Source: an optimization exercise on an open RTL-to-GDS flow (aim: a short achievable clock period and few clock cycles). Production flows keep margins and buffers that such runs may drop. No functional check of the RTL was part of any run shown here. Power and IR drop assume default switching activity.

<file path="flow/flow/run.sh">
#!/bin/bash
# Layout flow: the standard flow, with synthesis mapping the logic through ABC with a
# delay-oriented script (flow/speed.abc) in place of the default one, and the timing
# repair after global routing run with pessimistic wire parasitics (flow/pre_grt.tcl).
# Everything else, including the registers that synthesis produces, is the standard flow's.
set -euo pipefail
here=$(pwd)
bash standard.sh SYNTH_SCRIPT=$here/flow/synth.tcl PRE_GLOBAL_ROUTE_TCL=$here/flow/pre_grt.tcl finish > $here/standard.log 2>&1
</file>
<file path="flow/flow/pre_grt.tcl">
set rc_scale 1.25
foreach {layer c r} {li1 1.499e-04 7.176e-02 met1 1.72375e-04 8.929e-04 met2 1.36233e-04 8.929e-04
                     met3 2.14962e-04 1.567e-04 met4 1.48128e-04 1.567e-04 met5 1.54087e-04 1.781e-05} {
  set_layer_rc -layer $layer -capacitance [expr {$c * $rc_scale}] -resistance [expr {$r * $rc_scale}]
}
set_wire_rc -signal -layer met1
set_wire_rc -clock -layer met3
</file>
<file path="flow/flow/speed.abc">
&get -n
&st
&dch
&nf
&put
buffer -c
topo
stime -c
upsize -c
dnsize -c
</file>
<file path="flow/flow/synth.tcl">
# The standard flow's synthesis script, with the ABC mapping script replaced by flow/speed.abc
set ::speed_abc [file join [file dirname [file normalize [info script]]] speed.abc]
proc abc {args} {
  set i [lsearch $args -script]
  lset args [expr {$i + 1}] $::speed_abc
  yosys abc {*}$args
}
source [file join [file dirname [file dirname [file normalize [info script]]]] synth_recipe.tcl]
</file>
<file path="flow/standard.sh">
#!/bin/bash
# synth_recipe.tcl (not shown) runs the flow's synth.tcl, then flattens the netlist and writes it again
# the make line also repeats each setting of config.mk as NAME=value (left out here)
make -C /OpenROAD-flow-scripts/flow DESIGN_CONFIG=/design/flow/config.mk WORK_HOME=/design/flow/orfs CLKGATE_MAP_FILE= SYNTH_SCRIPT=/design/flow/synth_recipe.tcl "${@:-finish}"
</file>
<file path="flow/config.mk">
export PLATFORM = sky130hd
export DESIGN_NAME = datapath
export DESIGN_NICKNAME = datapath
export VERILOG_FILES = /design/flow/design.v
export SDC_FILE = /design/flow/constraint.sdc
export NUM_CORES = 8
export LEC_CHECK = 0
export CAP_MARGIN = 25
export CORE_MARGIN = 2
export CORE_UTILIZATION = 40
export SETUP_SLACK_MARGIN = 3.2
export SLEW_MARGIN = 20
</file>
<file path="flow/constraint.sdc">
create_clock -name core_clock -period 5.8 [get_ports {clock}]
set_input_delay 1.1600 -clock core_clock [delete_from_list [all_inputs] [get_ports {clock}]]
set_output_delay 1.1600 -clock core_clock [all_outputs]
set_load 0.01 [all_outputs]
</file>
<file path="flow/design.v">
module csa64(input [63:0] x, y, z, output [63:0] s, c);
assign s = x ^ y ^ z;
assign c = ((x & y) | (x & z) | (y & z)) << 1;
endmodule
module booth_enc(input [31:0] b, input sgn, output [50:0] dig);
wire [34:0] bx = {{2{sgn & b[31]}}, b, 1'b0};
genvar i;
generate
	for (i = 0; i < 17; i = i + 1) begin : d
		assign dig[3*i]   = bx[2*i] ^ bx[2*i+1];
		assign dig[3*i+1] = (bx[2*i+2] & ~bx[2*i+1] & ~bx[2*i]) | (~bx[2*i+2] & bx[2*i+1] & bx[2*i]);
		assign dig[3*i+2] = bx[2*i+2] & ~(bx[2*i+1] & bx[2*i]);
	end
endgenerate
endmodule
module mul_pp(input [31:0] a, input sgn, input [50:0] dig, output [511:0] rows);
wire [32:0] ax = {sgn & a[31], a};
reg [64*18-1:0] pp;
integer i, j;
reg one, two, neg;
reg [63:0] m;
always @* begin
	pp = {64*18{1'b0}};
	for (i = 0; i < 17; i = i + 1) begin
		one = dig[3*i];
		two = dig[3*i+1];
		neg = dig[3*i+2];
		m = 64'b0;
		for (j = 0; j < 64; j = j + 1)
			m[j] = (one & ((j < 33) ? ax[j] : ax[32])) | (two & ((j == 0) ? 1'b0 : (j < 34) ? ax[j-1] : ax[32]));
		m = {64{neg}} ^ m;
		pp[64*i +: 64] = m << (2*i);
		pp[64*17 + 2*i] = neg;
	end
end
wire [64*12-1:0] t;
genvar k;
generate
	for (k = 0; k < 6; k = k + 1) begin : l1
		csa64 c(.x(pp[64*(3*k) +: 64]), .y(pp[64*(3*k+1) +: 64]), .z(pp[64*(3*k+2) +: 64]), .s(t[64*(2*k) +: 64]), .c(t[64*(2*k+1) +: 64]));
	end
	for (k = 0; k < 4; k = k + 1) begin : l2
		csa64 c(.x(t[64*(3*k) +: 64]), .y(t[64*(3*k+1) +: 64]), .z(t[64*(3*k+2) +: 64]), .s(rows[128*k +: 64]), .c(rows[128*k+64 +: 64]));
	end
endgenerate
endmodule
module mul_red(input [511:0] rows, output [191:0] out);
wire [63:0] u0, u1, u2, u3, u4, u5, v0, v1, v2, v3;
csa64 c0(.x(rows[0 +: 64]), .y(rows[64 +: 64]), .z(rows[128 +: 64]), .s(u0), .c(u1));
csa64 c1(.x(rows[192 +: 64]), .y(rows[256 +: 64]), .z(rows[320 +: 64]), .s(u2), .c(u3));
assign u4 = rows[384 +: 64];
assign u5 = rows[448 +: 64];
csa64 c2(.x(u0), .y(u1), .z(u2), .s(v0), .c(v1));
csa64 c3(.x(u3), .y(u4), .z(u5), .s(v2), .c(v3));
wire [63:0] w0, w1;
csa64 c4(.x(v0), .y(v1), .z(v2), .s(w0), .c(w1));
assign out = {v3, w1, w0};
endmodule
module mul_red3(input [191:0] rows, output [63:0] s, c);
csa64 c0(.x(rows[0 +: 64]), .y(rows[64 +: 64]), .z(rows[128 +: 64]), .s(s), .c(c));
endmodule
module mul_fin(input [127:0] rows, output [32:0] lo, output [31:0] hi0, hi1);
wire [63:0] s = rows[63:0];
wire [63:0] c = rows[127:64];
assign lo = {1'b0, s[31:0]} + {1'b0, c[31:0]};
assign hi0 = s[63:32] + c[63:32];
wire [32:0] hi1x = {s[63:32], 1'b1} + {c[63:32], 1'b1};
assign hi1 = hi1x[32:1];
endmodule
module datapath (input clock, reset,
		 output [31:0] imem_addr,
		 input  [31:0] imem_rdata,
		 output        dmem_we,
		 output [31:0] dmem_addr, dmem_wdata,
		 input  [31:0] dmem_rdata);
reg [31:2] pcw;		 
wire [31:0] pc_f = {pcw, 2'b00};
reg        v_d, pred_d, spred_d, lpf_d;
reg [31:0] ins_d, pc4_d, rsv_d, rtv_d;
reg [31:2] pcs_d;
reg [3:0]  pj4_d;
reg [16:0] blo_d;
reg [13:0] pch_d, pchi_d, pchd_d;
reg        he_rs, he_rt, hm_rs, hm_rt;	 
reg        mf_d, ldst_d;
reg [31:0] a_e, b_e, sd_e, alt_e, bt_e;
reg        sld_e, lta_e, ltb_e;
reg        we_e, ld_e, st_e, br_e, brl_e, inv_e, eq_e, crs_e, mul_e, msg_e, kill_e;
reg [4:0]  wr_e;
reg        arith_e, sub_e, xp_e, xg_e, xt_e, xn_e, xb_e, sls_e, slu_e, mhi_e, mlo_e;
reg [31:0] res_m, sd_m;
reg        we_m, ld_m, st_m;
reg [4:0]  wr_m;
reg        bl_m, inv_l, eq_l, crs_l;
reg [31:0] alt_l, bt_l;
reg [31:0] wd_w;
reg        we_w;
reg [4:0]  wr_w;
reg [31:0] ma, hi0, hi1;
reg [32:0] lo;
reg [50:0] mdig;
reg        msg, mv1, mv2, mv3;
reg [511:0] mrows8;
reg [191:0] mrows3;
reg [127:0] mrows2;
reg [31:0] rf [1:31];
wire stall_d, redirect, redirect_m;
wire [31:0] redirect_pc;
wire [31:0] memval = ld_m ? dmem_rdata : res_m;
wire [31:0] ins_f = imem_rdata;
wire [4:0]  rs_f = ins_f[25:21];
wire [4:0]  rt_f = ins_f[20:16];
wire [31:0] pc4_f = pc_f + 32'd4;
localparam NL = 8;
reg [NL-1:0] lv, lconf;
reg [29:0] ltag [0:NL-1];
reg [7:0]  lcnt [0:NL-1];
reg [7:0]  ltrip [0:NL-1];
reg        lflip_q;
reg [29:0] pcs_e, pcs_l;
reg        cinv_e, cinv_l, lpf_e, lpf_l;
reg [NL-1:0] lhit_d, lhit_e, lhit_l;
integer lh;
always @* for (lh = 0; lh < NL; lh = lh + 1) lhit_d[lh] = lv[lh] & (ltag[lh] == pcs_d);
wire [5:0]  op_f = ins_f[31:26];
wire jmp_f = op_f == 6'b000010;
wire beq_f = op_f == 6'b000100;
wire bne_f = op_f == 6'b000101;
wire same_f = rs_f == rt_f;
wire [17:0] blo_x = {1'b0, pc_f[17:2], 1'b1} + {1'b0, ins_f[15:0], 1'b1};
wire [16:0] blo_f = blo_x[17:1];
wire [31:0] btgt_f = {pc_f[31:18], blo_f[15:0], 2'b00};
wire spred_f = (beq_f & (same_f | ins_f[15])) | (bne_f & ~same_f);
wire lpf_f = lflip_q & (beq_f | bne_f);	 
wire pred_f = spred_f ^ lpf_f;
wire [31:0] jtgt_f = {pc4_f[31:28], ins_f[25:0], 2'b00};
localparam NJ = 4;
localparam NJB = 2;
reg [NJ-1:0] jv;
reg [29:0] jtag [0:NJ-1];
reg [29:0] jdst [0:NJ-1];
reg [NJ-1:0] jhit_f;
reg [29:0] jt_f;
integer u;
always @* begin
	jt_f = 30'b0;
	for (u = 0; u < NJ; u = u + 1) begin
		jhit_f[u] = jv[u] & (jtag[u] == pcw);
		jt_f = jt_f | ({30{jhit_f[u]}} & jdst[u]);
	end
end
reg        fold_q;
reg [29:0] fdst_q;
wire [31:0] seq_f = fold_q ? {fdst_q, 2'b00} : pc4_f;
wire [31:0] npc_f = jmp_f ? jtgt_f : pred_f ? btgt_f : seq_f;
always @(posedge clock)
begin
	if (reset | redirect) fold_q <= 1'b0;
	else if (~stall_d) fold_q <= (|jhit_f) & ~fold_q & ~jmp_f & ~pred_f;
	if (~stall_d) fdst_q <= jt_f;
end
wire [29:0] lkey = fold_q ? fdst_q : pcw + 30'd1;
reg lflip_n;
integer li;
always @* begin
	lflip_n = 1'b0;
	for (li = 0; li < NL; li = li + 1)
		lflip_n = lflip_n | (lv[li] & lconf[li] & (ltag[li] == lkey) & (lcnt[li] == ltrip[li]));
end
always @(posedge clock)
begin
	if (reset | redirect) lflip_q <= 1'b0;
	else if (~stall_d) lflip_q <= lflip_n & ~jmp_f & ~pred_f;
end
always @(posedge clock)
begin
	if (reset) pcw <= 30'b0;
	else if (redirect) pcw <= redirect_pc[31:2];
	else if (~stall_d) pcw <= npc_f[31:2];
end
assign imem_addr = pc_f;
wire rt0_f = op_f == 6'b000000;
wire [5:0] fn_f = ins_f[5:0];
wire ralu_f = rt0_f & (fn_f == 6'h20 | fn_f == 6'h21 | fn_f == 6'h22 | fn_f == 6'h23 | fn_f == 6'h24 |
		       fn_f == 6'h25 | fn_f == 6'h26 | fn_f == 6'h01 | fn_f == 6'h2a | fn_f == 6'h2b);
wire mul_f = rt0_f & (fn_f == 6'h18 | fn_f == 6'h19);
wire ialu_f = op_f == 6'h08 | op_f == 6'h09 | op_f == 6'h0a | op_f == 6'h0b | op_f == 6'h0c |
	      op_f == 6'h0d | op_f == 6'h0e;
wire urs_f = ralu_f | mul_f | ialu_f | op_f == 6'h23 | op_f == 6'h2b;
wire urt_f = ralu_f | mul_f;
wire mf_f = rt0_f & (fn_f == 6'h10 | fn_f == 6'h12);
wire [31:0] rf_rs = (rs_f == 5'b0) ? 32'b0 : rf[rs_f];
wire [31:0] rf_rt = (rt_f == 5'b0) ? 32'b0 : rf[rt_f];
wire [31:0] rsw_f = (we_w & (wr_w == rs_f)) ? wd_w : rf_rs;
wire [31:0] rtw_f = (we_w & (wr_w == rt_f)) ? wd_w : rf_rt;
wire [31:0] rsv_f = (we_m & (wr_m == rs_f)) ? memval : rsw_f;
wire [31:0] rtv_f = (we_m & (wr_m == rt_f)) ? memval : rtw_f;
wire [5:0] op = ins_d[31:26];
wire [5:0] fn = ins_d[5:0];
wire [4:0] rs = ins_d[25:21];
wire [4:0] rt = ins_d[20:16];
wire [4:0] rd = ins_d[15:11];
wire rtype = op == 6'b000000;
wire f_add  = rtype & (fn == 6'h20 | fn == 6'h21);
wire f_sub  = rtype & (fn == 6'h22 | fn == 6'h23);
wire f_and  = rtype & fn == 6'h24;
wire f_or   = rtype & fn == 6'h25;
wire f_xor  = rtype & fn == 6'h26;
wire f_xnor = rtype & fn == 6'h01;
wire f_slt  = rtype & fn == 6'h2a;
wire f_sltu = rtype & fn == 6'h2b;
wire f_hi   = rtype & fn == 6'h10;
wire f_lo   = rtype & fn == 6'h12;
wire f_mul  = rtype & (fn == 6'h18 | fn == 6'h19);
wire i_add  = op == 6'h08 | op == 6'h09;
wire i_slt  = op == 6'h0a;
wire i_sltu = op == 6'h0b;
wire i_and  = op == 6'h0c;
wire i_or   = op == 6'h0d;
wire i_xor  = op == 6'h0e;
wire i_lui  = op == 6'h0f;
wire i_lw   = op == 6'h23;
wire i_sw   = op == 6'h2b;
wire i_beq  = op == 6'h04;
wire i_bne  = op == 6'h05;
wire i_br   = i_beq | i_bne;
wire r_alu  = f_add | f_sub | f_and | f_or | f_xor | f_xnor | f_slt | f_sltu;
wire i_alu  = i_add | i_slt | i_sltu | i_and | i_or | i_xor;
wire use_imm = i_alu | i_lui | i_lw | i_sw;
wire sub_d  = f_sub | f_slt | f_sltu | i_slt | i_sltu;
wire [4:0] wr_d = rtype ? rd : rt;
wire we_d = (r_alu | f_hi | f_lo | i_alu | i_lui | i_lw) & (wr_d != 5'b0);
wire zext = i_and | i_or | i_xor;
wire [31:0] imm_d = i_lui ? {ins_d[15:0], 16'b0} : {{16{ins_d[15] & ~zext}}, ins_d[15:0]};
wire hit_e_rs = he_rs & we_e;
wire hit_e_rt = he_rt & we_e;
wire [31:0] v_rs = (hm_rs & we_m) ? memval : rsv_d;
wire [31:0] v_rt = (hm_rt & we_m) ? memval : rtv_d;
wire ld_use = ldst_d & we_e;
wire mf_wait = mf_d & (mul_e | mv1 | mv2 | mv3);
assign stall_d = v_d & (ld_use | mf_wait);
wire go_d = v_d & ~stall_d;
always @(posedge clock)
begin
	if (reset | redirect) v_d <= 1'b0;
	else if (~stall_d) v_d <= 1'b1;
	ldst_d <= ~stall_d & v_d & i_lw & ((wr_d == rs_f & urs_f) | (wr_d == rt_f & urt_f));
	if (stall_d) begin
		rsv_d <= v_rs;
		rtv_d <= v_rt;
		hm_rs <= wr_e == rs;
		hm_rt <= wr_e == rt;
	end else begin
		ins_d <= ins_f;
		pc4_d <= seq_f;
		pcs_d <= pcw;
		pj4_d <= pc4_f[31:28];
		blo_d <= blo_f;
		pch_d <= pc_f[31:18];
		pchi_d <= pc_f[31:18] + 14'd1;
		pchd_d <= pc_f[31:18] - 14'd1;
		pred_d <= pred_f;
		spred_d <= spred_f;
		lpf_d <= lpf_f;
		rsv_d <= rsv_f;
		rtv_d <= rtv_f;
		mf_d <= mf_f;
		he_rs <= wr_d == rs_f;
		he_rt <= wr_d == rt_f;
		hm_rs <= wr_e == rs_f;
		hm_rt <= wr_e == rt_f;
	end
end
wire i_j = op == 6'b000010;
reg        jq_v, jq2_v;
reg [29:0] jq_tag, jq_dst, jq2_tag, jq2_dst;
reg [NJ-1:0] jdup;
integer w;
always @* for (w = 0; w < NJ; w = w + 1) jdup[w] = jv[w] & (jtag[w] == jq_tag);
reg [NJB-1:0] jptr;
always @(posedge clock)
begin
	jq_tag <= pcs_d - 30'd2;
	jq_dst <= {pj4_d, ins_d[25:0]};
	jq2_tag <= jq_tag;
	jq2_dst <= jq_dst;
	if (reset) begin
		jq_v <= 1'b0;
		jq2_v <= 1'b0;
		jv <= {NJ{1'b0}};
		jptr <= {NJB{1'b0}};
	end else begin
		jq_v <= v_d & i_j;
		jq2_v <= jq_v & ~(|jdup);
		if (jq2_v) begin
			jv[jptr] <= 1'b1;
			jtag[jptr] <= jq2_tag;
			jdst[jptr] <= jq2_dst;
			jptr <= jptr + 1'b1;
		end
	end
end
wire [31:0] res_e;
wire fb_d = hit_e_rt & ~use_imm;
wire [31:0] v_b = use_imm ? imm_d : v_rt;
wire [13:0] bhi_d = (blo_d[16] == ins_d[15]) ? pch_d : blo_d[16] ? pchi_d : pchd_d;
wire [31:0] btgt_d = {bhi_d, blo_d[15:0], 2'b00};
wire [31:0] bpre = sub_d ? ~v_b : v_b;
wire fbp = fb_d & ~sub_d;
wire fbn = fb_d & sub_d;
always @(posedge clock)
begin
	if (reset) begin
		kill_e <= 1'b0;
		we_e <= 1'b0; ld_e <= 1'b0; st_e <= 1'b0; br_e <= 1'b0; mul_e <= 1'b0;
	end else begin
		kill_e <= redirect;
		we_e <= go_d & we_d;
		ld_e <= go_d & i_lw;
		st_e <= go_d & i_sw;
		br_e <= go_d & i_br;
		mul_e <= go_d & f_mul;
	end
	wr_e <= wr_d;
	inv_e <= i_bne ^ pred_d;	 
	cinv_e <= i_bne ^ spred_d;	 
	lpf_e <= lpf_d;
	pcs_e <= pcs_d;
	lhit_e <= lhit_d;
	eq_e <= v_rs == v_rt;
	msg_e <= ~fn[0];
	alt_e <= pred_d ? pc4_d : btgt_d;
	bt_e <= btgt_d;
	crs_e <= pred_d & (blo_d[16] != ins_d[15]);
	a_e <= hit_e_rs ? res_e : v_rs;
	b_e <= fbp ? res_e : fbn ? ~res_e : bpre;
	sd_e <= hit_e_rt ? res_e : v_rt;
	sld_e <= hit_e_rt & ld_e;
	lta_e <= hit_e_rs & ld_e;
	ltb_e <= hit_e_rt & ld_e;
	brl_e <= hit_e_rs | hit_e_rt;
	arith_e <= f_add | i_add | i_lw | i_sw | f_sub;
	sub_e <= sub_d;
	xp_e <= f_add | i_add | i_lw | i_sw | f_sub | f_xor | i_xor;
	xg_e <= f_and | i_and;
	xt_e <= f_or | i_or;
	xn_e <= f_xnor;
	xb_e <= i_lui;
	sls_e <= f_slt | i_slt;
	slu_e <= f_sltu | i_sltu;
	mhi_e <= f_hi;
	mlo_e <= f_lo;
end
wire [31:0] a = a_e;
wire [31:0] b = b_e;	 
wire [31:0] g0 = a & b;
wire [31:0] t0 = a | b;
wire [31:0] p0 = a ^ b;
wire [31:0] hi = lo[32] ? hi1 : hi0;
wire [31:0] x = ({32{xp_e}} & p0) | ({32{xg_e}} & g0) | ({32{xt_e}} & t0) | ({32{xn_e}} & ~p0)
	      | ({32{xb_e}} & b_e) | ({32{mhi_e}} & hi) | ({32{mlo_e}} & lo[31:0]);
reg [31:0] g, p, gn, pn;
integer i, l;
always @* begin
	g = g0; p = t0;
	g[0] = g0[0] | (t0[0] & sub_e);
	for (l = 1; l < 32; l = l * 2) begin
		gn = g; pn = p;
		for (i = l; i < 32; i = i + 1) begin
			gn[i] = g[i] | (p[i] & g[i-l]);
			pn[i] = p[i] & p[i-l];
		end
		g = gn; p = pn;
	end
end
wire [31:0] c = {g[30:0], sub_e};
wire [31:0] r = x ^ (c & {32{arith_e}});
wire lt = (sls_e & (p0[31] ? ~g[30] : a[31])) | (slu_e & ~g[31]);
assign res_e = {r[31:1], r[0] | lt};
wire misp_e = eq_e ^ inv_e;
wire redirect_e = br_e & ~kill_e & ~brl_e & (misp_e | crs_e);
wire go_e = ~kill_e & ~redirect_m;	 
wire misp_l = eq_l ^ inv_l;
assign redirect_m = bl_m & (misp_l | crs_l);
assign redirect = redirect_m | redirect_e;
wire lu_m = bl_m;
wire lu_e = br_e & ~kill_e & ~brl_e & ~redirect_m;
wire lu_v = lu_m | lu_e;
wire [29:0] lu_pc = lu_m ? pcs_l : pcs_e;
wire lu_go = lu_m ? ~(eq_l ^ cinv_l) : ~(eq_e ^ cinv_e);	 
wire lu_lpf = lu_m ? lpf_l : lpf_e;
wire [NL-1:0] lu_hit = lu_m ? lhit_l : lhit_e;	 
reg [2:0] lptr;
integer lk;
always @(posedge clock)
begin
	if (reset) begin
		lv <= {NL{1'b0}};
		lptr <= 3'b0;
	end else if (lu_v) begin
		if (|lu_hit) begin
			for (lk = 0; lk < NL; lk = lk + 1) if (lu_hit[lk]) begin
				if (lu_go) begin
					if (lcnt[lk] != 8'hff) lcnt[lk] <= lcnt[lk] + 8'd1;
					if (lu_lpf) lconf[lk] <= 1'b0;
				end else begin
					ltrip[lk] <= lcnt[lk];
					lconf[lk] <= lcnt[lk] != 8'hff;
					lcnt[lk] <= 8'd0;
				end
			end
		end else if (~lu_go) begin
			lv[lptr] <= 1'b1;
			lconf[lptr] <= 1'b0;
			ltag[lptr] <= lu_pc;
			lcnt[lptr] <= 8'd0;
			lptr <= lptr + 3'd1;
		end
	end
end
assign redirect_pc = redirect_m ? ((crs_l & ~misp_l) ? bt_l : alt_l) : ((crs_e & ~misp_e) ? bt_e : alt_e);
always @(posedge clock)
begin
	if (reset) begin
		we_m <= 1'b0; ld_m <= 1'b0; st_m <= 1'b0; bl_m <= 1'b0;
	end else begin
		we_m <= we_e & go_e;
		ld_m <= ld_e & go_e;
		st_m <= st_e & go_e;
		bl_m <= br_e & brl_e & go_e;
	end
	wr_m <= wr_e;
	res_m <= res_e;
	sd_m <= sld_e ? dmem_rdata : sd_e;
	inv_l <= inv_e;
	cinv_l <= cinv_e;
	lpf_l <= lpf_e;
	pcs_l <= pcs_e;
	lhit_l <= lhit_e;
	alt_l <= alt_e;
	bt_l <= bt_e;
	crs_l <= crs_e;
	eq_l <= (lta_e ? dmem_rdata : a_e) == (ltb_e ? dmem_rdata : b_e);
end
wire [50:0] dig;
wire [511:0] rows8;
wire [191:0] rows3;
wire [127:0] rows2;
wire [32:0] plo;
wire [31:0] phi0, phi1;
booth_enc menc(.b(b_e), .sgn(msg_e), .dig(dig));
mul_pp  mpp(.a(ma), .sgn(msg), .dig(mdig), .rows(rows8));
mul_red mrd(.rows(mrows8), .out(rows3));
mul_red3 mr3(.rows(mrows3), .s(rows2[63:0]), .c(rows2[127:64]));
mul_fin mfn(.rows(mrows2), .lo(plo), .hi0(phi0), .hi1(phi1));
always @(posedge clock)
begin
	if (reset) begin
		mv1 <= 1'b0; mv2 <= 1'b0; mv3 <= 1'b0;
	end else begin
		mv1 <= mul_e & go_e;
		mv2 <= mv1;
		mv3 <= mv2;
	end
	ma <= a_e;
	mdig <= dig;
	msg <= msg_e;
	mrows8 <= rows8;
	mrows3 <= rows3;
	if (mv3) mrows2 <= rows2;
	lo <= plo;
	hi0 <= phi0;
	hi1 <= phi1;
end
assign dmem_addr = res_m;
assign dmem_wdata = sd_m;
assign dmem_we = st_m;
always @(posedge clock)
begin
	if (reset) we_w <= 1'b0;
	else we_w <= we_m;
	wr_w <= wr_m;
	wd_w <= memval;
end
integer k;
always @(posedge clock)
begin
	if (reset) begin
		for (k = 1; k < 32; k = k + 1) rf[k] <= 32'b0;
	end else if (we_w) begin
		rf[wr_w] <= wd_w;
	end
end
endmodule
</file>
==> summary.md, run 1 <==
| Metric | Value |
|---|---|
| Outcome | `no timing/DRC/antenna violations` |
| Register area share after synthesis | `a little over 50%` |
| Cells after DPL | `around 18000` |
| Final cell count without fillers | `around 20000` |
| Final WL | `654 mm` |
| WL/cell | `32.5 µm` |
| Worst vdd ir | `285 µV` |
| Syn_area_per_cell | `12.2 µm²` |
| H-tree depth | `5` |
| Met3 usage | `between 6 and 7%` |
| Die Y | `647 µm` |
| Total die area | `around 420000 µm²` |
| CP Data Required Time | `6.74 ns` |
| Synth Instances | `around 14000` |
| M1 GR Usage | `38.3%` |
| Adder-Cell Fraction of Synth Area | `a little under a tenth` |
| Final TNS setup | `0 ns` |
| Hold Path Cell Cnt | `0` |
| DRC Markers | `0` |
| Pleak | `76.8 nW` |
| DP Area | `roughly 170000 µm²` |
| Post-route design area | `204000 µm²` |
| Critical Path End Type | `flop` |
| Synth Area in Simple Gates | `9.22%` |
| Design Power | `slightly above 80 mW` |
| Mapped Area | `around 170000 µm²` |
| Asr flop ratio synth | `0%` |
| Final HPWL DP | `~420 mm` |
| Drt pass-1 iters | `13` |
| Clock share of power | `29.8%` |
| TritonCTS buffer count | `around 360` |
| TritonCTS clock tree | `yes` |
| Crit start category | `flop` |
| Initial Utilization | `40.2%` |
| Worst rel slew slack | `35.9%` |
| Clock skew | `approximately 0.072 ns` |
| Tcrit/Tclk final | `a little under 70%` |
| Placement Rows | `~240` |
| Clk latency of the worst-skew pair | `1.00 ns` |
| Max Fclk | `256 MHz` |
| CTS Sinks | `around 3300` |
| Int Power | `~53 mW` |
| Max-slew violations | `0` |
| Vias in the first global route | `118000` |
| Area grow syn2layout | `23.5%` |
| GRT Max-Usage Layer | `met2` |
| Area of the multi-input gates | `approximately 81000 µm²` |
| Critical path class | `reg2reg` |
| Total Routing Usage GR | `29.9%` |
| Sequential Power Share | `37.9%` |
| Sw power | `about 27 mW` |
| Largest net degree at the start of global routing | `78` |
| Synth top area share | `approximately 34%` |
| Net Sw Frac | `33.9%` |
| Top Ports | `163` |
| Final period demand of the worst path | `between 3 and 4 ns` |
| Final antenna-violating net count | `0` |
| Total gr overflow | `0` |
| Pwr/cell area | `~400 nW/µm²` |
| Worst Tran Pin Value | `0.961 ns` |
| Fin. Hold Viols | `0` |
| Setup-failing EPs final | `0` |
| Share of cells above drive strength 1 | `a little over a quarter` |
| Global-route met2 utilization | `~45%` |
| Die Wd | `about 650 µm` |
| Routability Congestion | `roughly 1.0` |
| Gate power share | `between 30% and 40%` |
| Mux share of post-synthesis cell area | `8.68%` |
| Worst r2r path cells | `14` |
| Post-synthesis xor/xnor area fraction | `6.87%` |
| Register area | `85300 µm²` |
| Yosys top cell by area | `edfxtp_1` |
| Nets | `~15000` |
| Port Buffer Count | `between 150 and 200` |
| Worst-path maximum fanout | `4` |
| Most used DFF post-synth | `edfxtp_1` |
| Fill count | `35200` |
| Worst Hold Class | `reg2reg` |
| Clock transition at the registers of the reported paths | `~0.07 ns` |
| Starting DRT DRC Count | `17400` |
| Vias post-DR | `about 120k` |
| Post-synth EDFFs | `between 1500 and 2000` |
| CTS Buffer Depth | `4` |
| Global-route wire length before repair | `roughly 900 mm` |
| Clk root buf | `clkbuf_16` |
| Ys Warns | `3` |
| DR vias/cell | `about 6` |
| Synth Area in Compound Gates | `between 10% and 20%` |
| Pre-CTS setup slack | `about 1.1 ns` |
| Unique cell type count in the Yosys netlist | `slightly below 90` |
| Number of max-cap violations | `0` |
| RSZ-0062 raised after global routing | `yes` |
| Initial antenna violation count | `76` |
| Seq cells post-synth | `between 3000 and 4000` |
| Main combinational cell family by area after synthesis | `compound AO/OA/AOI/OAI gates` |
| CP arrival | `~4.9 ns` |
| Hold_buf cts | `0` |
| Final worst slack | `1.89 ns` |
| Largest cells by area after synthesis | `edfxtp_1 (34%), dfxtp_1 (17%), mux4_2 (7.0%)` |
| Core area | `410000 µm²` |
-- through the flow --
step	hold WS [ns]	utilization, %
4_1_cts	0.324	47.6
2_1_floorplan	0.310	-
3_3_place_gp	0.310	42.3
6_report	0.319	49.7
3_5_place_dp	0.312	42.4
5_1_grt	0.330	49.7
-- metal layers --
metal	share of wire [%]	routed length, µm	vias to the layer above
li1	-	-	50700
met1	37	242000	62100
met2	44	289000	8241
met3	10	68500	2066
met4	8.3	54200	20
met5	0.045	293	-
-- cell families (layout without fill, tap and decap cells) --
logic type,Yosys count,count (layout)
flops,3298,3298
compound gates,2576,2579
mux,780,780
simple gates,2893,2910
xor+xnor,1296,1296
fa+ha+maj,853,853
buf+inv,1833,2863
other cells,1,99
-- worst max-delay path: stages (launching register included) --
cell and delay (ns):
dfxtp_2 0.36, buf_12 0.11, ha_4 0.16, buf_6 0.11, and4_1 0.31, a21oi_1 0.19, o21a_1 0.24, o21ai_0 0.65
nand4_1 0.19, nor4_2 0.40, o2111ai_1 0.20, nor4_2 0.39, nor4_4 0.11, a211o_1 0.28, a21boi_2 0.13
-- worst paths after layout --
path                  start        end  slack, ns
hold reg to reg   alt_e[28]  alt_l[28]       0.32
setup / recovery     pcw[3]    lflip_q       1.89
hold / removal    alt_e[28]  alt_l[28]       0.32
setup reg to reg     pcw[3]    lflip_q       1.89
-- power groups by stage --
stage	clock (mW)	combinational (mW)	sequential, mW
floorplan	0	15.9	30.1
global placement	0	23.5	31.0
detailed placement	0	23.9	31.1
CTS	24.2	25.2	30.6
global route	26.5	31.7	31.2
finish	24.1	26.1	30.7
-- synthesized netlist by cell type (25+ instances only) --
library cell,n
or2_2,47
o211ai_1,90
nand2_1,420
o31ai_1,45
nor2_1,666
xnor2_1,718
a221oi_1,171
a221o_1,46
buf_2,31
o2111ai_1,27
and2_1,1010
o221ai_1,59
o22ai_1,200
xor2_1,578
a31oi_1,37
nand3_1,145
and3_1,49
clkbuf_1,903
nand4_1,130
o21ai_0,485
a21o_1,37
a222oi_1,74
mux4_2,512
dfxtp_1,1423
a22oi_1,609
edfxtp_1,1875
nor3_1,104
a211oi_1,42
nor4_1,130
inv_1,738
nand2b_1,82
a2111oi_0,25
a21oi_1,453
ha_1,281
buf_1,138
mux2i_1,166
mux2_2,101
fa_1,572
-- flip-flops by register name (all words and copies together), names as in the netlist, 32 cells and up --
name / cells
ltag: 240
mrows2: 123
res_m: 32
jdst: 120
wd_w: 32
rf: 1024
ma: 32
rtv_d: 32
sd_e: 32
mrows8: 336
ins_d: 32
sd_m: 32
mdig: 50
mrows3: 164
lcnt: 64
a_e: 32
hi1: 32
lo: 33
ltrip: 64
hi0: 32
jtag: 120
rsv_d: 32
b_e: 32
-- placed cells by master (no fill, tap or decap), types with 96 or more instances in the layout --
| master | count |
|---|---|
| a21oi_2 | 104 |
| o21ai_1 | 115 |
| mux2i_1 | 118 |
| inv_1 | 659 |
| nand2_1 | 381 |
| buf_6 | 283 |
| a221oi_1 | 125 |
| a21oi_1 | 331 |
| nand3_1 | 123 |
| dfxtp_1 | 1240 |
| diode_2 | 96 |
| buf_4 | 786 |
| xnor2_1 | 656 |
| mux2_2 | 96 |
| clkbuf_16 | 397 |
| nor2_1 | 557 |
| xor2_1 | 553 |
| mux4_2 | 512 |
| a22oi_1 | 598 |
| fa_1 | 560 |
| nand4_1 | 130 |
| buf_12 | 162 |
| o22ai_1 | 182 |
| o21ai_0 | 309 |
| edfxtp_1 | 1875 |
| and2_1 | 1002 |
| ha_1 | 225 |
-- area by class of cell --
type | instances | area share [%]
clock inverters | 211 | 1.13
clock buffers | 459 | 4.88
repair inverters | 1 | 0.00429
diodes | 96 | 0.118
flip-flops and latches | 3298 | 41.8
multi-input cells | 8421 | 39.5
inverters | 758 | 1.51
well taps | 5451 | 3.34
repair buffers | 1434 | 7.77
-- repair_timing --
action                                  4_1_cts  5_1_grt
endpoints found under the setup margin     1570     1413
gates cloned                                 41       30
setup buffers                               403      392
endpoints found under the hold margin         0        0
resized for setup                          1715     1032
pin swaps                                   244      295
==> run 2: changes to the inputs <==
--- a/flow/design.v
+++ b/flow/design.v
@@ -119,9 +119,6 @@
 reg        lflip_q;
 reg [29:0] pcs_e, pcs_l;
 reg        cinv_e, cinv_l, lpf_e, lpf_l;
-reg [NL-1:0] lhit_d, lhit_e, lhit_l;
-integer lh;
-always @* for (lh = 0; lh < NL; lh = lh + 1) lhit_d[lh] = lv[lh] & (ltag[lh] == pcs_d);
 wire [5:0]  op_f = ins_f[31:26];
 wire jmp_f = op_f == 6'b000010;
 wire beq_f = op_f == 6'b000100;
@@ -326,7 +323,6 @@
 	cinv_e <= i_bne ^ spred_d;	 
 	lpf_e <= lpf_d;
 	pcs_e <= pcs_d;
-	lhit_e <= lhit_d;
 	eq_e <= v_rs == v_rt;
 	msg_e <= ~fn[0];
 	alt_e <= pred_d ? pc4_d : btgt_d;
@@ -389,7 +385,9 @@
 wire [29:0] lu_pc = lu_m ? pcs_l : pcs_e;
 wire lu_go = lu_m ? ~(eq_l ^ cinv_l) : ~(eq_e ^ cinv_e);	 
 wire lu_lpf = lu_m ? lpf_l : lpf_e;
-wire [NL-1:0] lu_hit = lu_m ? lhit_l : lhit_e;	 
+reg [NL-1:0] lu_hit;
+integer lj;
+always @* for (lj = 0; lj < NL; lj = lj + 1) lu_hit[lj] = lv[lj] & (ltag[lj] == lu_pc);
 reg [2:0] lptr;
 integer lk;
 always @(posedge clock)
@@ -436,7 +434,6 @@
 	cinv_l <= cinv_e;
 	lpf_l <= lpf_e;
 	pcs_l <= pcs_e;
-	lhit_l <= lhit_e;
 	alt_l <= alt_e;
 	bt_l <= bt_e;
 	crs_l <= crs_e;
==> summary.md, run 2 <==
| Metric | Value |
|---|---|
| DRC Markers | `0` |
| Initial antenna violation count | `66` |
| Met2 routed WL | `slightly above 300 mm` |
| Die Y | `between 600 and 700 µm` |
| Final worst slack | `around 1.7 ns` |
| Crit start category | `flop` |
| DP Area | `176000 µm²` |
| Origin of the worst setup path | `bl_m` |
| Leading cell type in the layout, fill and taps excluded | `edfxtp_1` |
| Outcome | `no timing/DRC/antenna violations` |
| Seq cells post-synth | `3282` |
| Largest cells by area after synthesis | `edfxtp_1 (34%), dfxtp_1 (17%), mux4_2 (6.9%)` |
| Vias post-DR | `126000` |
| Drt pass-1 iters | `12` |
| Placement Rows | `about 240` |
| Final WL | `between 600 and 700 mm` |
| Worst path max stage delay | `between 0.5 and 0.6 ns` |
| Share of cells above drive strength 1 | `around 27%` |
| Max Fclk | `between 200 and 250 MHz` |
| Clock skew | `just over 0.1 ns` |
| Worst r2r path cells | `18` |
| Total gr overflow | `0` |
| CTS Buffer Depth | `4` |
| Routed wl met3 | `about 72 mm` |
| Final antenna-violating net count | `0` |
| Clk latency of the worst-skew pair | `1.04 ns` |
| Post-route design area | `209000 µm²` |
| RSZ-0062 raised after global routing | `yes` |
| DR vias/cell | `between 6 and 7` |
| Total die area | `between 400000 and 500000 µm²` |
| Final TNS setup | `0 ns` |
| Asr flop ratio synth | `0%` |
| Crit Reg-Reg Endpoint | `ltag[5][6]` |
| Port Buffer Count | `160` |
| Tcrit/Tclk final | `69.9%` |
| Nets | `about 16000` |
| TritonCTS buffer count | `around 370` |
| Number of max-cap violations | `0` |
| Area grow syn2layout | `25.4%` |
| Final HPWL DP | `roughly 430 mm` |
| Ordered cell list for the critical path | `buf_12 -> buf_4 -> mux2i_4 -> buf_12 -> buf_4 -> xnor2_1 -> nor4_1 -> o2111ai_1 -> nor4_4 -> nor3_4 -> nand3b_4 -> nor3b_4 -> nand2_4 -> or2_4 -> buf_6 -> nor2_4 -> buf_12 -> buf_16` |
| Worst Tran Pin Value | `1.06 ns` |
| Largest register by flop count | `rf` |
| CP Data Required Time | `6.46 ns` |
| M1 wire length | `approximately 250 mm` |
| Total Routing Usage GR | `30.4%` |
| Worst r2r src | `bl_m` |
| Register area share after synthesis | `approximately half` |
| Most numerous cell in the Yosys netlist | `edfxtp_1` |
| Setup crit end | `ltag[5][6]` |
| Post-synth EDFFs | `between 1500 and 2000` |
| R2r setup slk | `roughly 1.7 ns` |
| Most used DFF post-synth | `edfxtp_1` |
| Synth top area share | `approximately a third` |
| Worst-path maximum fanout | `7` |
| Yosys top cell by area | `edfxtp_1` |
| Sequential Power Share | `a little under two fifths` |
| Core area | `between 400000 and 500000 µm²` |
| Clock share of power | `29.6%` |
| Pwr/cell area | `386 nW/µm²` |
| Net Sw Frac | `34.0%` |
| Final period demand of the worst path | `a little over 4 ns` |
| Most frequent cells after synthesis | `edfxtp_1 (1875), dfxtp_1 (1407), and2_1 (1021)` |
| Mapped Area | `167000 µm²` |
| Synth Instances | `about 14000` |
| Worst vdd ir | `331 µV` |
| Final cell count without fillers | `approximately 21000` |
| Critical path class | `reg2reg` |
| Ys Warns | `3` |
| Pleak | `79.2 nW` |
| Clock transition at the registers of the reported paths | `around 0.060 ns` |
| Unique cell type count in the Yosys netlist | `roughly 100` |
| Max-slew violations | `0` |
| Hold_buf cts | `0` |
| Final Util | `between 50% and 60%` |
| Int Power | `53.3 mW` |
| Top Ports | `approximately 160` |
| Most frequent cells in the layout | `edfxtp_1 (1875), dfxtp_1 (1229), and2_1 (1006), buf_4 (860), xnor2_1 (724)` |
| H-tree depth | `5` |
| Worst rel slew slack | `between 20% and 30%` |
| Number of flip-flops in the largest register | `just over 1000` |
| Global-route wire length before repair | `921 mm` |
| Top routing layer in use | `met5` |
| CP arrival | `around 4.7 ns` |
| Sw power | `27.4 mW` |
| Cells after DPL | `approximately 19000` |
| Initial Utilization | `approximately two fifths` |
| Pre-CTS setup slack | `slightly above 0.6 ns` |
| Most frequent CP cell | `buf_12` |
| CTS Sinks | `about 3300` |
| Critical Path End Type | `flop` |
| Fin. Hold Viols | `0` |
| Starting DRT DRC Count | `17500` |
| Final hold slack | `0.319 ns` |
| Syn_area_per_cell | `12.1 µm²` |
| Routability Congestion | `around 0.95` |
| Design Power | `about 80 mW` |
| Vias in the first global route | `121000` |
| Worst Hold Class | `reg2reg` |
| Die Wd | `about 650 µm` |
| Largest net degree at the start of global routing | `between 100 and 150` |
| Biggest regs | `rf: 1024 flops, mrows8: 336 flops, ltag: 240 flops` |
| Gate power share | `32.6%` |
| WL/cell | `33.0 µm` |
| Clk root buf | `clkbuf_16` |
| Slowest CP cell | `xnor2_1` |
| Setup-failing EPs final | `0` |
| TritonCTS clock tree | `yes` |
## run 2: cell count changes after synthesis, moves of 43 or more
cell | previous run | this run
a21oi_1 | 453 | 505
nor2_1 | 666 | 818
o22ai_1 | 200 | 132
xnor2_1 | 718 | 784
nor4_1 | 130 | 173
o2bb2ai_1 | 23 | 70
inv_1 | 738 | 676
a221oi_1 | 171 | 102
o21ai_0 | 485 | 532
clkbuf_1 | 903 | 860
nand2_1 | 420 | 473
## run 2: worst max-delay path, delay by kind of cell, from the launching register on
family	cells	cell delay [ns]
buffers and inverters	7	1.05
AO/OA/AOI/OAI	1	0.19
XOR/XNOR	1	0.55
flip-flops	1	0.36
AND/OR/NAND/NOR	8	1.32
multiplexers	1	0.18
## run 2: final cells by class
cell class	count	area, µm²
Antenna cell	73	183
Clock buffer	511	10600
Clock inverter	171	1730
Fill cell	35400	207000
Inverter	684	2740
Multi-Input combinational cell	8793	83900
Sequential cell	3282	85000
Tap cell	5497	6880
Timing Repair Buffer	1619	18400
Timing Repair inverter	1	11.3
## run 2: what timing repair did
item / CTS / global route
resized for setup: 1775 / 1289
cloned: 49 / 39
setup endpoints to repair: 2277 / 2133
buffers inserted: 519 / 396
pin swaps: 275 / 408
## run 2: cell families after synthesis
kind of cell    Yosys count  synth area share [%]
simple gates           3150                  9.83
xor+xnor               1386                  7.27
flops                  3282                  50.6
other cells               1               0.00225
compound gates         2621                  10.7
mux                     768                  8.59
fa+ha+maj               853                  8.96
buf+inv                1763                  4.06
## run 2: power by group through the flow
| stage | Sequential (mW) | Combinational (mW) | Clock, mW |
|---|---|---|---|
| after floorplan | 30.0 | 15.9 | 0 |
| after global placement | 30.9 | 23.4 | 0 |
| after detailed placement | 31.0 | 23.9 | 0 |
| after CTS | 30.5 | 25.2 | 24.1 |
| after global routing | 31.1 | 32.0 | 26.3 |
| final | 30.5 | 26.3 | 23.9 |
## run 2: worst min path at each step
stage | startpoint | end | slack (ns) | cells after the start
finish | pj4_d[2] | jq_dst[28] | 0.32 | 0
global route | jq_dst[17] | jq2_dst[17] | 0.33 | 0
CTS | jq_dst[15] | jq2_dst[15] | 0.32 | 0
detailed placement | jq_dst[29] | jq2_dst[29] | 0.31 | 0
global placement | mrows8[1] | mrows3[1] | 0.31 | 0
floorplan | jq_dst[0] | jq2_dst[0] | 0.31 | 0
## run 2: metal layers
metal  vias up  GRT usage (%)
li1      52100              -
met1     63500           38.3
met2      8215           46.8
met3      1914           6.94
met4        16           20.5
met5         -              0
==> run 3: changes to the inputs <==
--- a/flow/design.v
+++ b/flow/design.v
@@ -75,24 +75,22 @@
 		 input  [31:0] dmem_rdata);
 reg [31:2] pcw;		 
 wire [31:0] pc_f = {pcw, 2'b00};
-reg        v_d, pred_d, spred_d, lpf_d;
+reg        v_d, pred_d;
 reg [31:0] ins_d, pc4_d, rsv_d, rtv_d;
-reg [31:2] pcs_d;
-reg [3:0]  pj4_d;
 reg [16:0] blo_d;
 reg [13:0] pch_d, pchi_d, pchd_d;
 reg        he_rs, he_rt, hm_rs, hm_rt;	 
 reg        mf_d, ldst_d;
-reg [31:0] a_e, b_e, sd_e, alt_e, bt_e;
+reg [31:0] a_e, b_e, sd_e, alt_e;
 reg        sld_e, lta_e, ltb_e;
-reg        we_e, ld_e, st_e, br_e, brl_e, inv_e, eq_e, crs_e, mul_e, msg_e, kill_e;
+reg        we_e, ld_e, st_e, br_e, brl_e, bne_e, pred_e, mul_e, msg_e, kill_e;
 reg [4:0]  wr_e;
 reg        arith_e, sub_e, xp_e, xg_e, xt_e, xn_e, xb_e, sls_e, slu_e, mhi_e, mlo_e;
 reg [31:0] res_m, sd_m;
 reg        we_m, ld_m, st_m;
 reg [4:0]  wr_m;
-reg        bl_m, inv_l, eq_l, crs_l;
-reg [31:0] alt_l, bt_l;
+reg        bl_m, bne_l, pred_l;
+reg [31:0] alt_l, cmpa_l, cmpb_l;
 reg [31:0] wd_w;
 reg        we_w;
 reg [4:0]  wr_w;
@@ -111,14 +109,6 @@
 wire [4:0]  rs_f = ins_f[25:21];
 wire [4:0]  rt_f = ins_f[20:16];
 wire [31:0] pc4_f = pc_f + 32'd4;
-localparam NL = 8;
-reg [NL-1:0] lv, lconf;
-reg [29:0] ltag [0:NL-1];
-reg [7:0]  lcnt [0:NL-1];
-reg [7:0]  ltrip [0:NL-1];
-reg        lflip_q;
-reg [29:0] pcs_e, pcs_l;
-reg        cinv_e, cinv_l, lpf_e, lpf_l;
 wire [5:0]  op_f = ins_f[31:26];
 wire jmp_f = op_f == 6'b000010;
 wire beq_f = op_f == 6'b000100;
@@ -127,48 +117,9 @@
 wire [17:0] blo_x = {1'b0, pc_f[17:2], 1'b1} + {1'b0, ins_f[15:0], 1'b1};
 wire [16:0] blo_f = blo_x[17:1];
 wire [31:0] btgt_f = {pc_f[31:18], blo_f[15:0], 2'b00};
-wire spred_f = (beq_f & (same_f | ins_f[15])) | (bne_f & ~same_f);
-wire lpf_f = lflip_q & (beq_f | bne_f);	 
-wire pred_f = spred_f ^ lpf_f;
+wire pred_f = ((beq_f & (same_f | ins_f[15])) | (bne_f & ~same_f)) & (blo_f[16] == ins_f[15]);
 wire [31:0] jtgt_f = {pc4_f[31:28], ins_f[25:0], 2'b00};
-localparam NJ = 4;
-localparam NJB = 2;
-reg [NJ-1:0] jv;
-reg [29:0] jtag [0:NJ-1];
-reg [29:0] jdst [0:NJ-1];
-reg [NJ-1:0] jhit_f;
-reg [29:0] jt_f;
-integer u;
-always @* begin
-	jt_f = 30'b0;
-	for (u = 0; u < NJ; u = u + 1) begin
-		jhit_f[u] = jv[u] & (jtag[u] == pcw);
-		jt_f = jt_f | ({30{jhit_f[u]}} & jdst[u]);
-	end
-end
-reg        fold_q;
-reg [29:0] fdst_q;
-wire [31:0] seq_f = fold_q ? {fdst_q, 2'b00} : pc4_f;
-wire [31:0] npc_f = jmp_f ? jtgt_f : pred_f ? btgt_f : seq_f;
-always @(posedge clock)
-begin
-	if (reset | redirect) fold_q <= 1'b0;
-	else if (~stall_d) fold_q <= (|jhit_f) & ~fold_q & ~jmp_f & ~pred_f;
-	if (~stall_d) fdst_q <= jt_f;
-end
-wire [29:0] lkey = fold_q ? fdst_q : pcw + 30'd1;
-reg lflip_n;
-integer li;
-always @* begin
-	lflip_n = 1'b0;
-	for (li = 0; li < NL; li = li + 1)
-		lflip_n = lflip_n | (lv[li] & lconf[li] & (ltag[li] == lkey) & (lcnt[li] == ltrip[li]));
-end
-always @(posedge clock)
-begin
-	if (reset | redirect) lflip_q <= 1'b0;
-	else if (~stall_d) lflip_q <= lflip_n & ~jmp_f & ~pred_f;
-end
+wire [31:0] npc_f = jmp_f ? jtgt_f : pred_f ? btgt_f : pc4_f;
 always @(posedge clock)
 begin
 	if (reset) pcw <= 30'b0;
@@ -249,16 +200,12 @@
 		hm_rt <= wr_e == rt;
 	end else begin
 		ins_d <= ins_f;
-		pc4_d <= seq_f;
-		pcs_d <= pcw;
-		pj4_d <= pc4_f[31:28];
+		pc4_d <= pc4_f;
 		blo_d <= blo_f;
 		pch_d <= pc_f[31:18];
 		pchi_d <= pc_f[31:18] + 14'd1;
 		pchd_d <= pc_f[31:18] - 14'd1;
 		pred_d <= pred_f;
-		spred_d <= spred_f;
-		lpf_d <= lpf_f;
 		rsv_d <= rsv_f;
 		rtv_d <= rtv_f;
 		mf_d <= mf_f;
@@ -268,35 +215,6 @@
 		hm_rt <= wr_e == rt_f;
 	end
 end
-wire i_j = op == 6'b000010;
-reg        jq_v, jq2_v;
-reg [29:0] jq_tag, jq_dst, jq2_tag, jq2_dst;
-reg [NJ-1:0] jdup;
-integer w;
-always @* for (w = 0; w < NJ; w = w + 1) jdup[w] = jv[w] & (jtag[w] == jq_tag);
-reg [NJB-1:0] jptr;
-always @(posedge clock)
-begin
-	jq_tag <= pcs_d - 30'd2;
-	jq_dst <= {pj4_d, ins_d[25:0]};
-	jq2_tag <= jq_tag;
-	jq2_dst <= jq_dst;
-	if (reset) begin
-		jq_v <= 1'b0;
-		jq2_v <= 1'b0;
-		jv <= {NJ{1'b0}};
-		jptr <= {NJB{1'b0}};
-	end else begin
-		jq_v <= v_d & i_j;
-		jq2_v <= jq_v & ~(|jdup);
-		if (jq2_v) begin
-			jv[jptr] <= 1'b1;
-			jtag[jptr] <= jq2_tag;
-			jdst[jptr] <= jq2_dst;
-			jptr <= jptr + 1'b1;
-		end
-	end
-end
 wire [31:0] res_e;
 wire fb_d = hit_e_rt & ~use_imm;
 wire [31:0] v_b = use_imm ? imm_d : v_rt;
@@ -319,22 +237,17 @@
 		mul_e <= go_d & f_mul;
 	end
 	wr_e <= wr_d;
-	inv_e <= i_bne ^ pred_d;	 
-	cinv_e <= i_bne ^ spred_d;	 
-	lpf_e <= lpf_d;
-	pcs_e <= pcs_d;
-	eq_e <= v_rs == v_rt;
+	bne_e <= i_bne;
 	msg_e <= ~fn[0];
+	pred_e <= pred_d;
 	alt_e <= pred_d ? pc4_d : btgt_d;
-	bt_e <= btgt_d;
-	crs_e <= pred_d & (blo_d[16] != ins_d[15]);
 	a_e <= hit_e_rs ? res_e : v_rs;
 	b_e <= fbp ? res_e : fbn ? ~res_e : bpre;
 	sd_e <= hit_e_rt ? res_e : v_rt;
 	sld_e <= hit_e_rt & ld_e;
 	lta_e <= hit_e_rs & ld_e;
 	ltb_e <= hit_e_rt & ld_e;
-	brl_e <= hit_e_rs | hit_e_rt;
+	brl_e <= ld_e & (hit_e_rs | hit_e_rt);
 	arith_e <= f_add | i_add | i_lw | i_sw | f_sub;
 	sub_e <= sub_d;
 	xp_e <= f_add | i_add | i_lw | i_sw | f_sub | f_xor | i_xor;
@@ -373,50 +286,14 @@
 wire [31:0] r = x ^ (c & {32{arith_e}});
 wire lt = (sls_e & (p0[31] ? ~g[30] : a[31])) | (slu_e & ~g[31]);
 assign res_e = {r[31:1], r[0] | lt};
-wire misp_e = eq_e ^ inv_e;
-wire redirect_e = br_e & ~kill_e & ~brl_e & (misp_e | crs_e);
+wire eq = a_e == b_e;
+wire taken_e = bne_e ^ eq;
+wire redirect_e = br_e & ~kill_e & ~brl_e & (taken_e != pred_e);
 wire go_e = ~kill_e & ~redirect_m;	 
-wire misp_l = eq_l ^ inv_l;
-assign redirect_m = bl_m & (misp_l | crs_l);
+wire eq_l = cmpa_l == cmpb_l;
+assign redirect_m = bl_m & ((bne_l ^ eq_l) != pred_l);
 assign redirect = redirect_m | redirect_e;
-wire lu_m = bl_m;
-wire lu_e = br_e & ~kill_e & ~brl_e & ~redirect_m;
-wire lu_v = lu_m | lu_e;
-wire [29:0] lu_pc = lu_m ? pcs_l : pcs_e;
-wire lu_go = lu_m ? ~(eq_l ^ cinv_l) : ~(eq_e ^ cinv_e);	 
-wire lu_lpf = lu_m ? lpf_l : lpf_e;
-reg [NL-1:0] lu_hit;
-integer lj;
-always @* for (lj = 0; lj < NL; lj = lj + 1) lu_hit[lj] = lv[lj] & (ltag[lj] == lu_pc);
-reg [2:0] lptr;
-integer lk;
-always @(posedge clock)
-begin
-	if (reset) begin
-		lv <= {NL{1'b0}};
-		lptr <= 3'b0;
-	end else if (lu_v) begin
-		if (|lu_hit) begin
-			for (lk = 0; lk < NL; lk = lk + 1) if (lu_hit[lk]) begin
-				if (lu_go) begin
-					if (lcnt[lk] != 8'hff) lcnt[lk] <= lcnt[lk] + 8'd1;
-					if (lu_lpf) lconf[lk] <= 1'b0;
-				end else begin
-					ltrip[lk] <= lcnt[lk];
-					lconf[lk] <= lcnt[lk] != 8'hff;
-					lcnt[lk] <= 8'd0;
-				end
-			end
-		end else if (~lu_go) begin
-			lv[lptr] <= 1'b1;
-			lconf[lptr] <= 1'b0;
-			ltag[lptr] <= lu_pc;
-			lcnt[lptr] <= 8'd0;
-			lptr <= lptr + 3'd1;
-		end
-	end
-end
-assign redirect_pc = redirect_m ? ((crs_l & ~misp_l) ? bt_l : alt_l) : ((crs_e & ~misp_e) ? bt_e : alt_e);
+assign redirect_pc = redirect_m ? alt_l : alt_e;
 always @(posedge clock)
 begin
 	if (reset) begin
@@ -430,14 +307,11 @@
 	wr_m <= wr_e;
 	res_m <= res_e;
 	sd_m <= sld_e ? dmem_rdata : sd_e;
-	inv_l <= inv_e;
-	cinv_l <= cinv_e;
-	lpf_l <= lpf_e;
-	pcs_l <= pcs_e;
+	bne_l <= bne_e;
+	pred_l <= pred_e;
 	alt_l <= alt_e;
-	bt_l <= bt_e;
-	crs_l <= crs_e;
-	eq_l <= (lta_e ? dmem_rdata : a_e) == (ltb_e ? dmem_rdata : b_e);
+	cmpa_l <= lta_e ? dmem_rdata : a_e;
+	cmpb_l <= ltb_e ? dmem_rdata : b_e;
 end
 wire [50:0] dig;
 wire [511:0] rows8;
==> flow/flow/run.sh (replaced) <==
#!/bin/bash
# Layout flow: the standard flow, with synthesis mapping the logic through ABC with a
# delay-oriented script (flow/speed.abc) in place of the default one. Everything else,
# including the registers that synthesis produces, is the standard flow's.
set -euo pipefail
here=$(pwd)
bash standard.sh SYNTH_SCRIPT=$here/flow/synth.tcl finish > $here/standard.log 2>&1
removed: flow/flow/pre_grt.tcl
==> summary.md, run 3 <==
| Metric | Value |
|---|---|
| Ordered cell list for the critical path | `inv_4 -> ha_4 -> nor4_4 -> nand4_1 -> buf_4 -> nor3_4 -> and4b_2 -> or2_4 -> buf_12 -> nor2_4 -> a22oi_2 -> a211oi_2` |
| Number of flip-flops in the largest register | `approximately 1000` |
| Tcrit/Tclk final | `around 53%` |
| DRC Markers | `0` |
| Clk root buf | `clkbuf_16` |
| Placement Rows | `about 210` |
| Port Buffer Count | `160` |
| Hold_buf cts | `0` |
| Top Ports | `between 150 and 200` |
| Worst rel slew slack | `29.8%` |
| Seq cells post-synth | `approximately 2400` |
| Asr flop ratio synth | `0%` |
| Share of cells above drive strength 1 | `25.2%` |
| Worst Hold Class | `reg2reg` |
| Register area share after synthesis | `between 40% and 50%` |
| Vias in the first global route | `between 90000 and 100k` |
| H-tree depth | `5` |
| Syn_area_per_cell | `~12 µm²` |
| Total die area | `~320000 µm²` |
| Clk latency of the worst-skew pair | `about 0.90 ns` |
| Met2 routed WL | `around 220 mm` |
| Vias post-DR | `roughly 94000` |
| Area grow syn2layout | `20.2%` |
| Most used DFF post-synth | `edfxtp_1` |
| Max Fclk | `roughly 320 MHz` |
| M1 wire length | `~190 mm` |
| Ys Warns | `2` |
| Outcome | `no timing/DRC/antenna violations` |
| Worst vdd ir | `between 300 and 400 µV` |
| Starting DRT DRC Count | `13700` |
| TritonCTS clock tree | `yes` |
| Clock transition at the registers of the reported paths | `approximately 0.06 ns` |
| Final Util | `48.3%` |
| Die Y | `around 570 µm` |
| CTS Sinks | `~2400` |
| CP arrival | `just under 4 ns` |
| DR vias/cell | `a little over 6` |
| Global-route wire length before repair | `690 mm` |
| Critical Path End Type | `flop` |
| Worst path max stage delay | `between 0.3 and 0.4 ns` |
| Register area | `61500 µm²` |
| Final HPWL DP | `308 mm` |
| Core area | `318000 µm²` |
| Yosys top cell by area | `edfxtp_1` |
| Most frequent cells in the layout | `edfxtp_1 (1271), and2_1 (1000), dfxtp_1 (955), fa_1 (566), buf_4 (546)` |
| Fill count | `roughly 28000` |
| Pleak | `slightly below 60 nW` |
| Most numerous cell in the Yosys netlist | `edfxtp_1` |
| Die Wd | `~570 µm` |
| Slowest CP cell | `dfxtp_4` |
| Post-route design area | `between 150000 and 200000 µm²` |
| Largest register by flop count | `rf` |
| Mapped Area | `127000 µm²` |
| Routability Congestion | `between 0.9 and 1` |
| Largest cells by area after synthesis | `edfxtp_1 (30%), dfxtp_1 (18%), mux4_2 (9.2%)` |
| Post-synth EDFFs | `~1300` |
| Setup-failing EPs final | `0` |
| Critical path class | `reg2reg` |
| CP Data Required Time | `approximately 6.6 ns` |
| Max-slew violations | `0` |
| Design Power | `approximately 65 mW` |
| Final WL | `between 500 and 600 mm` |
| Top routing layer in use | `met5` |
| Pwr/cell area | `425 nW/µm²` |
| TritonCTS buffer count | `about 280` |
| RSZ-0062 raised after global routing | `yes` |
| CTS Buffer Depth | `4` |
| WL/cell | `around 33 µm` |
| Initial antenna violation count | `40` |
| Area of the multi-input gates | `~65000 µm²` |
| Nets | `11800` |
| Number of max-cap violations | `0` |
| Final period demand of the worst path | `between 3 and 4 ns` |
| Unique cell type count in the Yosys netlist | `between 80 and 90` |
| Total gr overflow | `0` |
| Crit start category | `flop` |
| Routed wl met3 | `around 64 mm` |
| Worst-path maximum fanout | `6` |
| Most frequent cells after synthesis | `edfxtp_1 (1271), dfxtp_1 (1142), and2_1 (1001)` |
| DP Area | `between 100000 and 150000 µm²` |
| Clock skew | `between 0.07 and 0.08 ns` |
| Largest net degree at the start of global routing | `67` |
| Final TNS setup | `0 ns` |
| Synth Instances | `10600` |
| Total Routing Usage GR | `approximately 30%` |
| Leading cell type in the layout, fill and taps excluded | `edfxtp_1` |
| Worst Tran Pin Value | `approximately 1.0 ns` |
| Final antenna-violating net count | `0` |
| Biggest regs | `rf: 1024 flops, mrows8: 336 flops, mrows3: 164 flops` |
| Initial Utilization | `40.1%` |
| Drt pass-1 iters | `9` |
| Synth top area share | `between 20 and 30%` |
| Fin. Hold Viols | `0` |
==> run 3: cell types whose count changed in the layout (fill, tap and decap cells not counted), moves of 79 or more <==
cell,previous run,this run
o21ai_0,278,357
buf_6,332,129
nand4_1,134,45
inv_1,611,455
buf_4,860,546
xor2_1,568,388
xnor2_1,724,421
dfxtp_1,1229,955
clkbuf_16,416,308
buf_12,182,48
edfxtp_1,1875,1271
nor2_1,674,515
a22oi_1,590,509
==> run 3: final timing paths <==
kind / from / end / slack [ns] / cells past startpoint
hold / removal: alt_e[15] / alt_l[15] / 0.32 / 0
setup reg to reg: b_e[26] / pcw[29] / 2.71 / 12
setup / recovery: b_e[26] / pcw[29] / 2.71 / 12
hold reg to reg: alt_e[15] / alt_l[15] / 0.32 / 0
==> run 3: logic make-up (layout without fill, tap and decap cells) <==
logic type / Yosys count / after routing / share of synthesized area [%]
simple gates: 2326 / 2336 / 9.52
mux: 659 / 659 / 10.3
xor+xnor: 873 / 873 / 6.00
other cells: 1 / 22 / 0.00294
compound gates: 1995 / 1997 / 10.2
fa+ha+maj: 836 / 836 / 11.6
flops: 2413 / 2413 / 47.9
buf+inv: 1474 / 1958 / 4.44
==> run 3: layer usage <==
metal	track usage, %	vias to the layer above
met5	0	-
met4	16.1	24
met3	9.09	1465
met2	44.4	6735
met1	38.6	47900
li1	-	38300
==> run 3: cell type report <==
cell class              count  area share, %
multi-input cells        6704           42.7
flip-flops and latches   2413           40.1
repair buffers            946           6.52
clock buffers             375           5.10
well taps                4180           3.41
inverters                 527           1.39
clock inverters           109          0.705
diodes                     19         0.0310
repair inverters            1        0.00572
==> run 3: metrics by stage <==
stage | hold WS, ns | std cells | setup WS, ns
3_5_place_dp | 0.314 | 14300 | 1.12
5_1_grt | 0.329 | 15300 | 2.68
2_1_floorplan | 0.310 | 10600 | 2.62
6_report | 0.317 | 15300 | 2.71
4_1_cts | 0.310 | 15000 | 2.85
3_3_place_gp | 0.313 | 14300 | 1.13
==> run 3: power by group <==
group / switching [mW] / internal, mW / total, mW
Clock: 7.37 / 10.2 / 17.6
Sequential: 1.97 / 21.5 / 23.5
Combinational: 13.8 / 10.2 / 24.1
==> run 3: critical path: cells and delay by family, from the launching register on <==
| family | cells | cell delay (ns) |
|---|---|---|
| simple gates | 6 | 1.64 |
| buf+inv | 3 | 0.39 |
| compound gates | 2 | 0.38 |
| flops | 1 | 0.36 |
| fa+ha+maj | 1 | 0.25 |
==> run 3: timing repair <==
item / CTS / global route
resized for setup: 1399 / 502
pin swaps: 168 / 217
gates cloned: 38 / 28
setup buffers: 235 / 195
endpoints found under the setup margin: 1238 / 772

-- port drivers added, routing unchanged --
No port has a modelled driver above. Below, the same layouts with a new extraction and two added sets of constraints.
Step 1: set_driving_cell puts a clkbuf_16 on clock and a buf_2 on each other input, an assumption about the parent block.
Step 2 times the ports against the registers' clock, not the clock port: input delays grow and output delays shrink by t, the midpoint of the rising clock arrivals with the driver on.
a / b / c = ideal / step 1 / step 2; a / b = the first two.
| run | t, ns | setup WS [ns] | pins driven straight from the clock port |
|---|---|---|---|
| run 1 | 1.096 | 1.894 / 1.894 / 1.760 | 1 |
| run 2 | 1.101 | 1.747 / 1.747 / 1.540 | 1 |
| run 3 | 0.953 | 2.707 / 2.707 / 1.843 | 1 |
After both steps every run listed still meets setup and hold. For run 3, which loses most, drivers alone change the setup slack by 0.000 ns; drivers and shift together by -0.864 ns.
